Context: an optimization exercise on an open-source flow, tuned for small area. The choices shown serve that exercise and are no tape-out recipe. No functional check of the RTL was part of this run. In this run the design's own scripts or RTL, not TritonCTS, make the clock network. The flow treats the clock pin as an ideal source. Dropping or thinning the clock tree relies on that and would not hold on a real chip. Power and IR drop assume default switching activity.

## design/flow/flow/run.sh

```bash
#!/bin/bash
# Layout flow: the standard flow (standard.sh), with
#  - an area-oriented ABC script and no adder-cell mapping in synthesis
#    (the registers are those of the standard synthesis),
#  - buf_1 port buffers,
#  - a hand-made one-level clock tree: the clock port drives MCTS_N clock
#    buffers, each at the centre of a balanced group of nearby flip-flops.
set -euo pipefail
W=$PWD
rm -rf "$W/scripts_mod"
mkdir -p "$W/scripts_mod"
cp -r "$FLOW_HOME/scripts/." "$W/scripts_mod/"
cp "$W/flow/abc_area.script" "$W/scripts_mod/abc_area.script"
cp "$W/flow/manual_cts.tcl" "$W/scripts_mod/manual_cts.tcl"
cp "$W/flow/cts.tcl" "$W/scripts_mod/cts.tcl"
export MCTS_CLK=clk_i
export MCTS_N=4
export MCTS_CELL=sky130_fd_sc_hd__clkbuf_8
bash standard.sh SCRIPTS_DIR="$W/scripts_mod" ABC_AREA=1 ADDER_MAP_FILE= \
  "BUFFER_PORTS_ARGS=-buffer_cell sky130_fd_sc_hd__buf_1" \
  SLEW_MARGIN=0 CAP_MARGIN=0 CORE_UTILIZATION=65 finish > "$W/standard.log" 2>&1
```

## design/flow/flow/abc_area.script

```
strash
&get -n
&st
&dch
&nf -a -R 1000
&put
topo
```

## design/flow/flow/cts.tcl

```tcl
utl::set_metrics_stage "cts__{}"
source $::env(SCRIPTS_DIR)/load.tcl
source $::env(SCRIPTS_DIR)/lec_check.tcl
erase_non_stage_variables cts
load_design 3_place.odb 3_place.sdc
source_step_tcl PRE CTS

# Clone clock tree inverters next to register loads
# so cts does not try to buffer the inverted clocks.
repair_clock_inverters

proc save_progress { stage } {
  puts "Run 'make gui_$stage.odb' to load progress snapshot"
  orfs_write_db $::env(RESULTS_DIR)/$stage.odb
  orfs_write_sdc $::env(RESULTS_DIR)/$stage.sdc
}

# Run CTS
set cts_args [list \
  -sink_clustering_enable \
  -repair_clock_nets]

append_env_var cts_args CTS_BUF_DISTANCE -distance_between_buffers 1
append_env_var cts_args CTS_CLUSTER_SIZE -sink_clustering_size 1
append_env_var cts_args CTS_CLUSTER_DIAMETER -sink_clustering_max_diameter 1
append_env_var cts_args CTS_BUF_LIST -buf_list 1
append_env_var cts_args CTS_LIB_NAME -library 1


if { [env_var_exists_and_non_empty CTS_ARGS] } {
  set cts_args $::env(CTS_ARGS)
}

set_dont_use $::env(DONT_USE_CELLS)

if { [env_var_exists_and_non_empty MCTS_N] } {
  source $::env(SCRIPTS_DIR)/manual_cts.tcl
  manual_cts $::env(MCTS_N) $::env(MCTS_CELL)
  set_propagated_clock [all_clocks]
} else {
  log_cmd clock_tree_synthesis {*}$cts_args
}

utl::push_metrics_stage "cts__{}__pre_repair_timing"
log_cmd estimate_parasitics -placement
if { $::env(DETAILED_METRICS) } {
  report_metrics 4 "cts pre-repair-timing"
}
utl::pop_metrics_stage

set_placement_padding -global \
  -left $::env(CELL_PAD_IN_SITES_DETAIL_PLACEMENT) \
  -right $::env(CELL_PAD_IN_SITES_DETAIL_PLACEMENT)

set result [catch { detailed_placement } msg]
if { $result != 0 } {
  save_progress 4_1_error
  error "Detailed placement failed in CTS: $msg"
}

log_cmd estimate_parasitics -placement

if { $::env(CTS_SNAPSHOTS) } {
  save_progress 4_1_pre_repair_hold_setup
}

if { !$::env(SKIP_CTS_REPAIR_TIMING) } {
  if { $::env(EQUIVALENCE_CHECK) } {
    write_eqy_verilog 4_before_rsz.v
  }
  if { $::env(LEC_CHECK) } {
    write_lec_verilog 4_before_rsz_lec.v
  }

  repair_timing_helper

  if { $::env(EQUIVALENCE_CHECK) } {
    run_equivalence_test
  }
  if { $::env(LEC_CHECK) } {
    write_lec_verilog 4_after_rsz_lec.v
    run_lec_test 4_rsz 4_before_rsz_lec.v 4_after_rsz_lec.v
  }

  set result [catch { detailed_placement } msg]
  if { $result != 0 } {
    save_progress 4_1_error
    error "Detailed placement failed in CTS: $msg"
  }

  check_placement -verbose
}

report_metrics 4 "cts final"

source_step_tcl POST CTS

orfs_write_db $::env(RESULTS_DIR)/4_1_cts.odb
orfs_write_sdc $::env(RESULTS_DIR)/4_cts.sdc
```

## design/flow/flow/manual_cts.tcl

```tcl
# Clock tree made by hand: the clock port drives a few clock buffers, each
# placed at the centre of a group of nearby flip-flops and driving that group.
proc manual_cts { nbuf cell } {
  set block [ord::get_db_block]
  set clk_net [$block findNet $::env(MCTS_CLK)]
  set pts {}
  foreach it [$clk_net getITerms] {
    if { [$it isInputSignal] } {
      set inst [$it getInst]
      set bb [$inst getBBox]
      set x [expr { ([$bb xMin] + [$bb xMax]) / 2.0 }]
      set y [expr { ([$bb yMin] + [$bb yMax]) / 2.0 }]
      lappend pts [list $x $y "[$inst getName]/[[$it getMTerm] getName]"]
    }
  }
  set n [llength $pts]
  # k-means, seeded by splitting the pins sorted along x
  set sorted [lsort -real -index 0 $pts]
  set cents {}
  for { set k 0 } { $k < $nbuf } { incr k } {
    set p [lindex $sorted [expr { int(($k + 0.5) * $n / $nbuf) }]]
    lappend cents [list [lindex $p 0] [lindex $p 1]]
  }
  # balanced k-means: each buffer takes at most ceil(n / nbuf) pins
  set cap [expr { ($n + $nbuf - 1) / $nbuf }]
  for { set iter 0 } { $iter < 30 } { incr iter } {
    set pairs {}
    set i 0
    foreach p $pts {
      for { set k 0 } { $k < $nbuf } { incr k } {
        set c [lindex $cents $k]
        lappend pairs [list [expr { abs([lindex $p 0] - [lindex $c 0]) + abs([lindex $p 1] - [lindex $c 1]) }] $i $k]
      }
      incr i
    }
    set pairs [lsort -real -index 0 $pairs]
    for { set k 0 } { $k < $nbuf } { incr k } { set sx($k) 0.0; set sy($k) 0.0; set sn($k) 0; set grp($k) {} }
    array unset done
    foreach pr $pairs {
      lassign $pr d i k
      if { [info exists done($i)] || $sn($k) >= $cap } { continue }
      set done($i) 1
      set p [lindex $pts $i]
      set sx($k) [expr { $sx($k) + [lindex $p 0] }]
      set sy($k) [expr { $sy($k) + [lindex $p 1] }]
      incr sn($k)
      lappend grp($k) [lindex $p 2]
    }
    set new {}
    for { set k 0 } { $k < $nbuf } { incr k } {
      if { $sn($k) > 0 } {
        lappend new [list [expr { $sx($k) / $sn($k) }] [expr { $sy($k) / $sn($k) }]]
      } else {
        lappend new [lindex $cents $k]
      }
    }
    set cents $new
  }
  set dbu [$block getDbUnitsPerMicron]
  for { set k 0 } { $k < $nbuf } { incr k } {
    if { $sn($k) == 0 } { continue }
    set c [lindex $cents $k]
    set loads {}
    foreach name $grp($k) { lappend loads [get_pins $name] }
    puts "manual_cts: buffer $k drives $sn($k) pins at [expr { [lindex $c 0] / $dbu }] [expr { [lindex $c 1] / $dbu }]"
    insert_buffer -buffer_cell $cell -net $::env(MCTS_CLK) -load_pins $loads \
      -location [list [expr { [lindex $c 0] / $dbu }] [expr { [lindex $c 1] / $dbu }]] \
      -buffer_name clkbuf_m$k -net_name clknet_m$k
  }
  foreach k [array names sn] {
    set net [$block findNet clknet_m$k]
    if { $net ne "NULL" && $net ne "" } { $net setSigType CLOCK }
  }
  $clk_net setSigType CLOCK
}
```

## design/flow/standard.sh

```bash
#!/bin/bash
# synth_recipe.tcl (not shown) runs the flow's synth.tcl, then flattens the netlist and writes it again
# the make line also repeats each setting of config.mk as NAME=value (left out here)
make -C /OpenROAD-flow-scripts/flow DESIGN_CONFIG=/design/flow/config.mk WORK_HOME=/design/flow/orfs CLKGATE_MAP_FILE= SYNTH_SCRIPT=/design/flow/synth_recipe.tcl "${@:-finish}"
```

## design/flow/config.mk

```make
export PLATFORM = sky130hd
export DESIGN_NAME = traffic_lights
export DESIGN_NICKNAME = traffic_lights
export VERILOG_FILES = /design/flow/design.v
export SDC_FILE = /design/flow/constraint.sdc
export NUM_CORES = 4
export LEC_CHECK = 0
export CAP_MARGIN = 20
export CORE_MARGIN = 2
export CORE_UTILIZATION = 40
export SLEW_MARGIN = 20
```

## design/flow/constraint.sdc

```tcl
create_clock -name core_clock -period 10.0 [get_ports {clk_i}]
set_input_delay 2.0000 -clock core_clock [delete_from_list [all_inputs] [get_ports {clk_i}]]
set_output_delay 2.0000 -clock core_clock [all_outputs]
set_load 0.01 [all_outputs]
```

## design/flow/design.v

```verilog
module traffic_lights #(
  parameter logic [15:0] BLINK_HALF_PERIOD   = 3,
  parameter logic [15:0] GREEN_BLINKS_NUM    = 4,
  parameter logic [15:0] RED_YELLOW_TIME     = 4,
  parameter logic [15:0] RED_TIME_DEFAULT    = 7,
  parameter logic [15:0] YELLOW_TIME_DEFAULT = 3,
  parameter logic [15:0] GREEN_TIME_DEFAULT  = 6,
  parameter int          DELIMITER           = 10
)(
  input               clk_i,
  input               srst_i,
  input        [2:0]  cmd_type_i,
  input               cmd_valid_i,
  input        [15:0] cmd_data_i,
  output logic        red_o,
  output logic        yellow_o,
  output logic        green_o
);
localparam logic [4:0] RED_S             = 5'b00_100;
localparam logic [4:0] RED_YELLOW_S      = 5'b00_110;
localparam logic [4:0] GREEN_S           = 5'b00_001;
localparam logic [4:0] GREEN_BLINK_OFF_S = 5'b01_000;
localparam logic [4:0] GREEN_BLINK_ON_S  = 5'b01_001;
localparam logic [4:0] YELLOW_S          = 5'b00_010;
localparam logic [4:0] TURN_OFF_S        = 5'b00_000;
localparam logic [4:0] UNC_ON_S          = 5'b10_010;
localparam logic [4:0] UNC_OFF_S         = 5'b10_000;
logic [4:0] state, next_state;
assign {red_o, yellow_o, green_o} = state[2:0];
wire st_unc    = state[4];
wire st_blink  = state[3];
wire st_off    = ( state == TURN_OFF_S );
wire st_red    = state[2] && !state[1];
wire st_ry     = state[2] &&  state[1];
wire st_green  = state[0] && !st_blink;
wire st_yellow = state[1] && !state[2] && !st_unc;
logic [3:0] wrk_cntr;
wire        wrk_en = wrk_cntr[3] && wrk_cntr[1];
always_ff @( posedge clk_i )
  if( srst_i )
    wrk_cntr <= 4'd0;
  else if( wrk_en )
    wrk_cntr <= 4'd1;
  else
    wrk_cntr <= wrk_cntr + 4'd1;
wire cmd_on  = cmd_valid_i && ( cmd_type_i == 3'd0 );
wire cmd_off = cmd_valid_i && ( cmd_type_i == 3'd1 );
wire cmd_unc = cmd_valid_i && ( cmd_type_i == 3'd2 );
wire set_g   = cmd_valid_i && ( cmd_type_i == 3'd3 );
wire set_r   = cmd_valid_i && ( cmd_type_i == 3'd4 );
wire set_y   = cmd_valid_i && ( cmd_type_i == 3'd5 );
logic [15:0] red_time, yellow_time, green_time;
logic        red_def, yellow_def, green_def;
always_ff @( posedge clk_i ) if( set_g ) green_time  <= cmd_data_i;
always_ff @( posedge clk_i ) if( set_r ) red_time    <= cmd_data_i;
always_ff @( posedge clk_i ) if( set_y ) yellow_time <= cmd_data_i;
wire restore = srst_i || ( cmd_on && st_off );
always_ff @( posedge clk_i )
  begin
    red_def    <= restore || ( red_def    && !set_r );
    green_def  <= restore || ( green_def  && !set_g );
    yellow_def <= restore || ( yellow_def && !set_y );
  end
logic [15:0] cntr;
logic [1:0]  unc_cntr;
logic [1:0]  blink_cntr;
logic        cntr_done;
logic        blink_done;
wire step  = wrk_en || cmd_valid_i;
wire done  = step && cntr_done;
wire bdone = step && blink_done;
always_comb
  begin
    next_state = state;
    case( state )
      RED_S:             if( done ) next_state = RED_YELLOW_S;
      RED_YELLOW_S:      if( done ) next_state = GREEN_S;
      GREEN_S:           if( done ) next_state = GREEN_BLINK_OFF_S;
      GREEN_BLINK_OFF_S: if( bdone ) next_state = YELLOW_S;
                         else if( done ) next_state = GREEN_BLINK_ON_S;
      GREEN_BLINK_ON_S:  if( bdone ) next_state = YELLOW_S;
                         else if( done ) next_state = GREEN_BLINK_OFF_S;
      YELLOW_S:          if( done ) next_state = RED_S;
      UNC_ON_S:          if( done ) next_state = UNC_OFF_S;
      UNC_OFF_S:         if( done ) next_state = UNC_ON_S;
      default:           next_state = state;
    endcase
  end
always_ff @( posedge clk_i )
  if( srst_i || ( cmd_on && ( st_off || st_unc ) ) )
    state <= RED_S;
  else if( cmd_off )
    state <= TURN_OFF_S;
  else if( cmd_unc )
    state <= UNC_ON_S;
  else
    state <= next_state;
wire sel_r = st_red    && !red_def;
wire sel_g = st_green  && !green_def;
wire sel_y = st_yellow && !yellow_def;
logic [15:0] cur_time;
always_comb
  begin
    cur_time = ( {16{sel_r}} & red_time ) | ( {16{sel_g}} & green_time ) |
               ( {16{sel_y}} & yellow_time );
    if( st_red    && red_def    ) cur_time = cur_time | RED_TIME_DEFAULT;
    if( st_green  && green_def  ) cur_time = cur_time | GREEN_TIME_DEFAULT;
    if( st_yellow && yellow_def ) cur_time = cur_time | YELLOW_TIME_DEFAULT;
    if( st_ry                   ) cur_time = cur_time | RED_YELLOW_TIME;
    if( st_blink                ) cur_time = cur_time | BLINK_HALF_PERIOD;
  end
logic [16:0] cntr_cy;
logic [15:0] cntr_inc;
logic [16:0] cmp_lt;
always_comb
  begin
    cntr_cy[0] = wrk_en;
    cmp_lt[0]  = 1'b0;
    for( int i = 0; i < 16; i++ )
      begin
        cntr_inc[i]  = cntr[i] ^ cntr_cy[i];
        cntr_cy[i+1] = cntr[i] & cntr_cy[i];
        cmp_lt[i+1]  = ( !cntr_inc[i] & cur_time[i] ) | ( !cntr_inc[i] & cmp_lt[i] ) |
                       ( cur_time[i] & cmp_lt[i] );
      end
  end
wire cntr_lt   = !cntr_cy[16] && ( cmp_lt[16] || ( cur_time == 16'd0 ) );
wire st_cnt    = !st_off && !st_unc;
wire cntr_keep = !srst_i && ( !wrk_en || ( st_cnt && cntr_lt ) );
always_ff @( posedge clk_i )
  cntr <= cntr_keep ? cntr_inc : 16'd0;
wire unc_lt = !unc_cntr[1];
always_ff @( posedge clk_i )
  if( srst_i || ( wrk_en && !st_unc ) )
    unc_cntr <= 2'd0;
  else if( wrk_en )
    unc_cntr <= { unc_cntr[0], !unc_cntr[0] && !unc_cntr[1] };
always_ff @( posedge clk_i )
  if( srst_i || ( wrk_en && st_off ) )
    cntr_done <= 1'b0;
  else if( wrk_en )
    cntr_done <= st_unc ? !unc_lt : !cntr_lt;
always_ff @( posedge clk_i )
  if( srst_i || ( wrk_en && st_off ) )
    begin
      blink_cntr <= 2'd0;
      blink_done <= 1'b0;
    end
  else if( wrk_en && st_blink )
    begin
      if( cntr_lt )
        blink_done <= 1'b0;
      else
        begin
          blink_cntr <= blink_cntr + 2'd1;
          blink_done <= ( blink_cntr == 2'd3 );
        end
    end
endmodule
```

==> results.toml <==
[global_route]
groute.usage.overall_pct = 20.80
grt_pass1_wl_mm = 9.936
grt_use_met3_pct = 2.143
grt_pass1_vias = 2113
grt_max_degree = 22
grt.busiest_layer = "met2"
overflow = 0
grt_antenna_before_repair = 0
grt_use_met1_pct = 31.58
met2_usage_pct = 34.38

[placed_design]
io_buffers = 24
dp_hpwl_mm = 4.175
gp_congestion = 0.8287

[layout]
drive_above_1_share_pct = 2.813
fillCellCount = 387
final_common_cell = "edfxtp_1"
ff_latch_area_mm2 = 0.002122
syn_to_final_growth_pct = 7.924
diodes = 0
num-nets-final = 344
layout_common_cells = "edfxtp_1, dfxtp_1, nand2_1"
multi_input_area_mm2 = 0.001222

[synthesis]
synth-edff-count = 48
synth_ff_type = "edfxtp_1"
synth_top_family_by_area = "simple AND/OR/NAND/NOR gates"
synth_xor_area_share_pct = 4.167
synthArstFlopShare_pct = 0
synth_mux_area_share_pct = 0.6324
yosysUniqueCellTypes = 41
yosys_warnings = 1
synth_compound_area_share_pct = 14.69
synthAdderAreaFrac_pct = 0
yosys.area_share.simple_pct = 16.52
synth_fp_nets = 311
synth-seq-cells = 82
ys_seq_area_share_pct = 63.10
syn_area_mm2 = 0.003363
syn_avg_cell_area_um2 = 11.64
synthCells = 289

[timing]
max_freq_mhz = 210.3
skew_ns = 0.007482
finalSetupTns_ns = 0
worst_pin_slew_ns = 1.081
setup_viol = 0
fin_crit_sh_pct = 47.56
hold_viol = 0
rsz0062_at_grt = "no"
maxSlewViolCount = 0
relSlewSlack_pct = 27.92
period_needed_ns = 4.756

[status]
status = "no timing/DRC/antenna violations"

[power]
p_total_uw = 599.1
peakVddDrop_v = 0.0001257
leakage_uw = 0.001196
switching_share_pct = 25.21
powerDensity_mw_per_mm2 = 165.0
power.internal_uw = 448.0
seqPwrFrac_pct = 64.2
p_sw_uw = 151.0
power_frac_comb_pct = 17.5
clkPwrFrac_pct = 18.4

[die]
die-width_um = 75.93
dieArea_mm2 = 0.005765
dieHeight_um = 75.93
placement_rows = 26
core_mm2 = 0.005042
io_pins = 25
initial_utilization_pct = 66.70

[clock_tree]
post_cts_resized = 0
clk_pin_slew_ns = 0.11
hold_buffers = 0
post-cts-setup-buffers = 0
worstSkewPairLatency_ns = 0.17

[detailed_routing]
routed_via_density = 6.010
drc = 0
wirelength_mm = 6.005
wire_per_inst_um = 15.40
drt-initial-drc-count = 170
drt_first_pass_iters = 6
drtAntennaViolNets = 0
vias = 2344

[setup_path]
worstPathCellList = "and2_0, and4_1, nand3_1, nor2_1, nand3_1, nor2_1, nand3_1, nor2_1, nand2_1, xnor2_1, o22ai_1, a21oi_1, a221oi_1, a2bb2oi_1, o22a_1, a21oi_1, nor2b_1"
critPathTopFamily = "simple AND/OR/NAND/NOR gates"
critPathArrivalTime_ns = 4.77
path_buf_inv = 0
worstSetupPathType = "reg2reg"
end_kind = "flop"
crit_fanout = 16
cpPeakStageDelay_ns = 0.84
cp.required_ns = 10.02
critical-path-slowest-cell = "a21oi_1"
cp-start-kind = "flop"

[job]
cap_violations = 0

[worst_hold_path]
hp-class = "reg2reg"
-- metal layers --
metal	wire [µm]	part of all wire, %	vias to the layer above
met3	384	6.4	7
met4	69	1.1	0
met5	0	0	-
met2	2689	45	70
met1	2862	48	1098
li1	-	-	1169
-- state kept, by name, summed over array words and instances (netlist names) --
signal       flops
yellow_time     16
cntr_done        1
unc_cntr         2
blink_done       1
cntr            16
yellow_def       1
wrk_cntr         4
green_time      16
green_def        1
state            5
blink_cntr       2
red_time        16
red_def          1
-- cells in the mapped netlist, types with 3 or more instances --
library cell | number | area share [%]
a22oi_1 | 6 | 1.3
and3_1 | 4 | 0.74
xor2_1 | 4 | 1.0
nand4_1 | 4 | 0.74
nor4_1 | 4 | 0.74
and2_0 | 3 | 0.56
nor2b_1 | 17 | 3.2
dfxtp_1 | 34 | 20
nor2_1 | 26 | 2.9
o22ai_1 | 5 | 0.93
a21oi_1 | 14 | 2.1
o21ai_0 | 12 | 1.8
a222oi_1 | 13 | 3.9
nand2_1 | 29 | 3.2
nand3_1 | 7 | 1.0
xnor2_1 | 12 | 3.1
clkinv_1 | 8 | 0.89
a221oi_1 | 3 | 0.78
a31oi_1 | 3 | 0.56
edfxtp_1 | 48 | 43
nor3_1 | 7 | 1.0
-- kinds of logic after synthesis --
| logic type | Yosys count |
|---|---|
| compound gates | 70 |
| xor+xnor | 16 |
| buf+inv | 8 |
| flops | 82 |
| mux | 2 |
| simple gates | 111 |
-- per-stage QoR --
stage	setup WS, ns	instance area [µm²]	utilization (%)	instances	hold WS, ns
after floorplan	5.623	3363	-	289	0.4323
after global placement	5.497	3575	70.89	386	0.4499
after detailed placement	5.260	3575	70.89	386	0.4614
after CTS	5.226	3630	71.99	390	0.4798
after global routing	4.623	3630	71.99	390	0.5049
final	5.244	3630	71.99	390	0.4758
-- area by class of cell, without the clock buffers --
class                           count  share of cell area, %
Inverter                            8                 0.8273
Multi-Input combinational cell    199                  33.68
Tap cell                           70                  2.413
Timing Repair Buffer               27                  3.102
Sequential cell                    82                  58.46
-- power groups by stage --
stage	clock network (µW)	logic (µW)	registers (µW)
6_report	110	105	384
5_1_grt	125	118	387
4_1_cts	114	104	384
3_5_place_dp	0	103	392
3_3_place_gp	0	102	392
2_1_floorplan	0	74.3	390
-- worst paths after layout --
kind | startpoint | to | slack, ns | cells past startpoint
worst max-delay path | wrk_cntr[1]$_SDFF_PP0_ | cntr[15]$_SDFF_PN0_ | 5.24 | 17
worst min-delay path | blink_cntr[1]$_SDFFE_PP0P_ | blink_cntr[1]$_SDFFE_PP0P_ | 0.48 | 1
worst max register to register | wrk_cntr[1]$_SDFF_PP0_ | cntr[15]$_SDFF_PN0_ | 5.24 | 17
worst min register to register | blink_cntr[1]$_SDFFE_PP0P_ | blink_cntr[1]$_SDFFE_PP0P_ | 0.48 | 1

## separate check: timing with driven ports
How much do the figures lean on ideal ports? The routed layout below was timed once more, with nothing changed but the port constraints.
Step 1: set_driving_cell puts a clkbuf_16 on clk_i and a buf_2 on each other input, an assumption about the parent block.
Step 2 also shifts input and output timing later by t, the mid clock arrival at the registers, as if the neighbouring blocks saw the same clock.
Slacks: no drivers / after step 1 / after step 2; pairs: no drivers / after step 1.
t (ns): 0.225
setup slack, ns: 5.244 / 5.244 / 5.244
hold WS [ns]: 0.476 / 0.476 / 0.476
After both steps setup and hold are still met in this run. For this run, drivers alone change the setup slack by 0.000 ns; drivers and shift together by 0.000 ns.
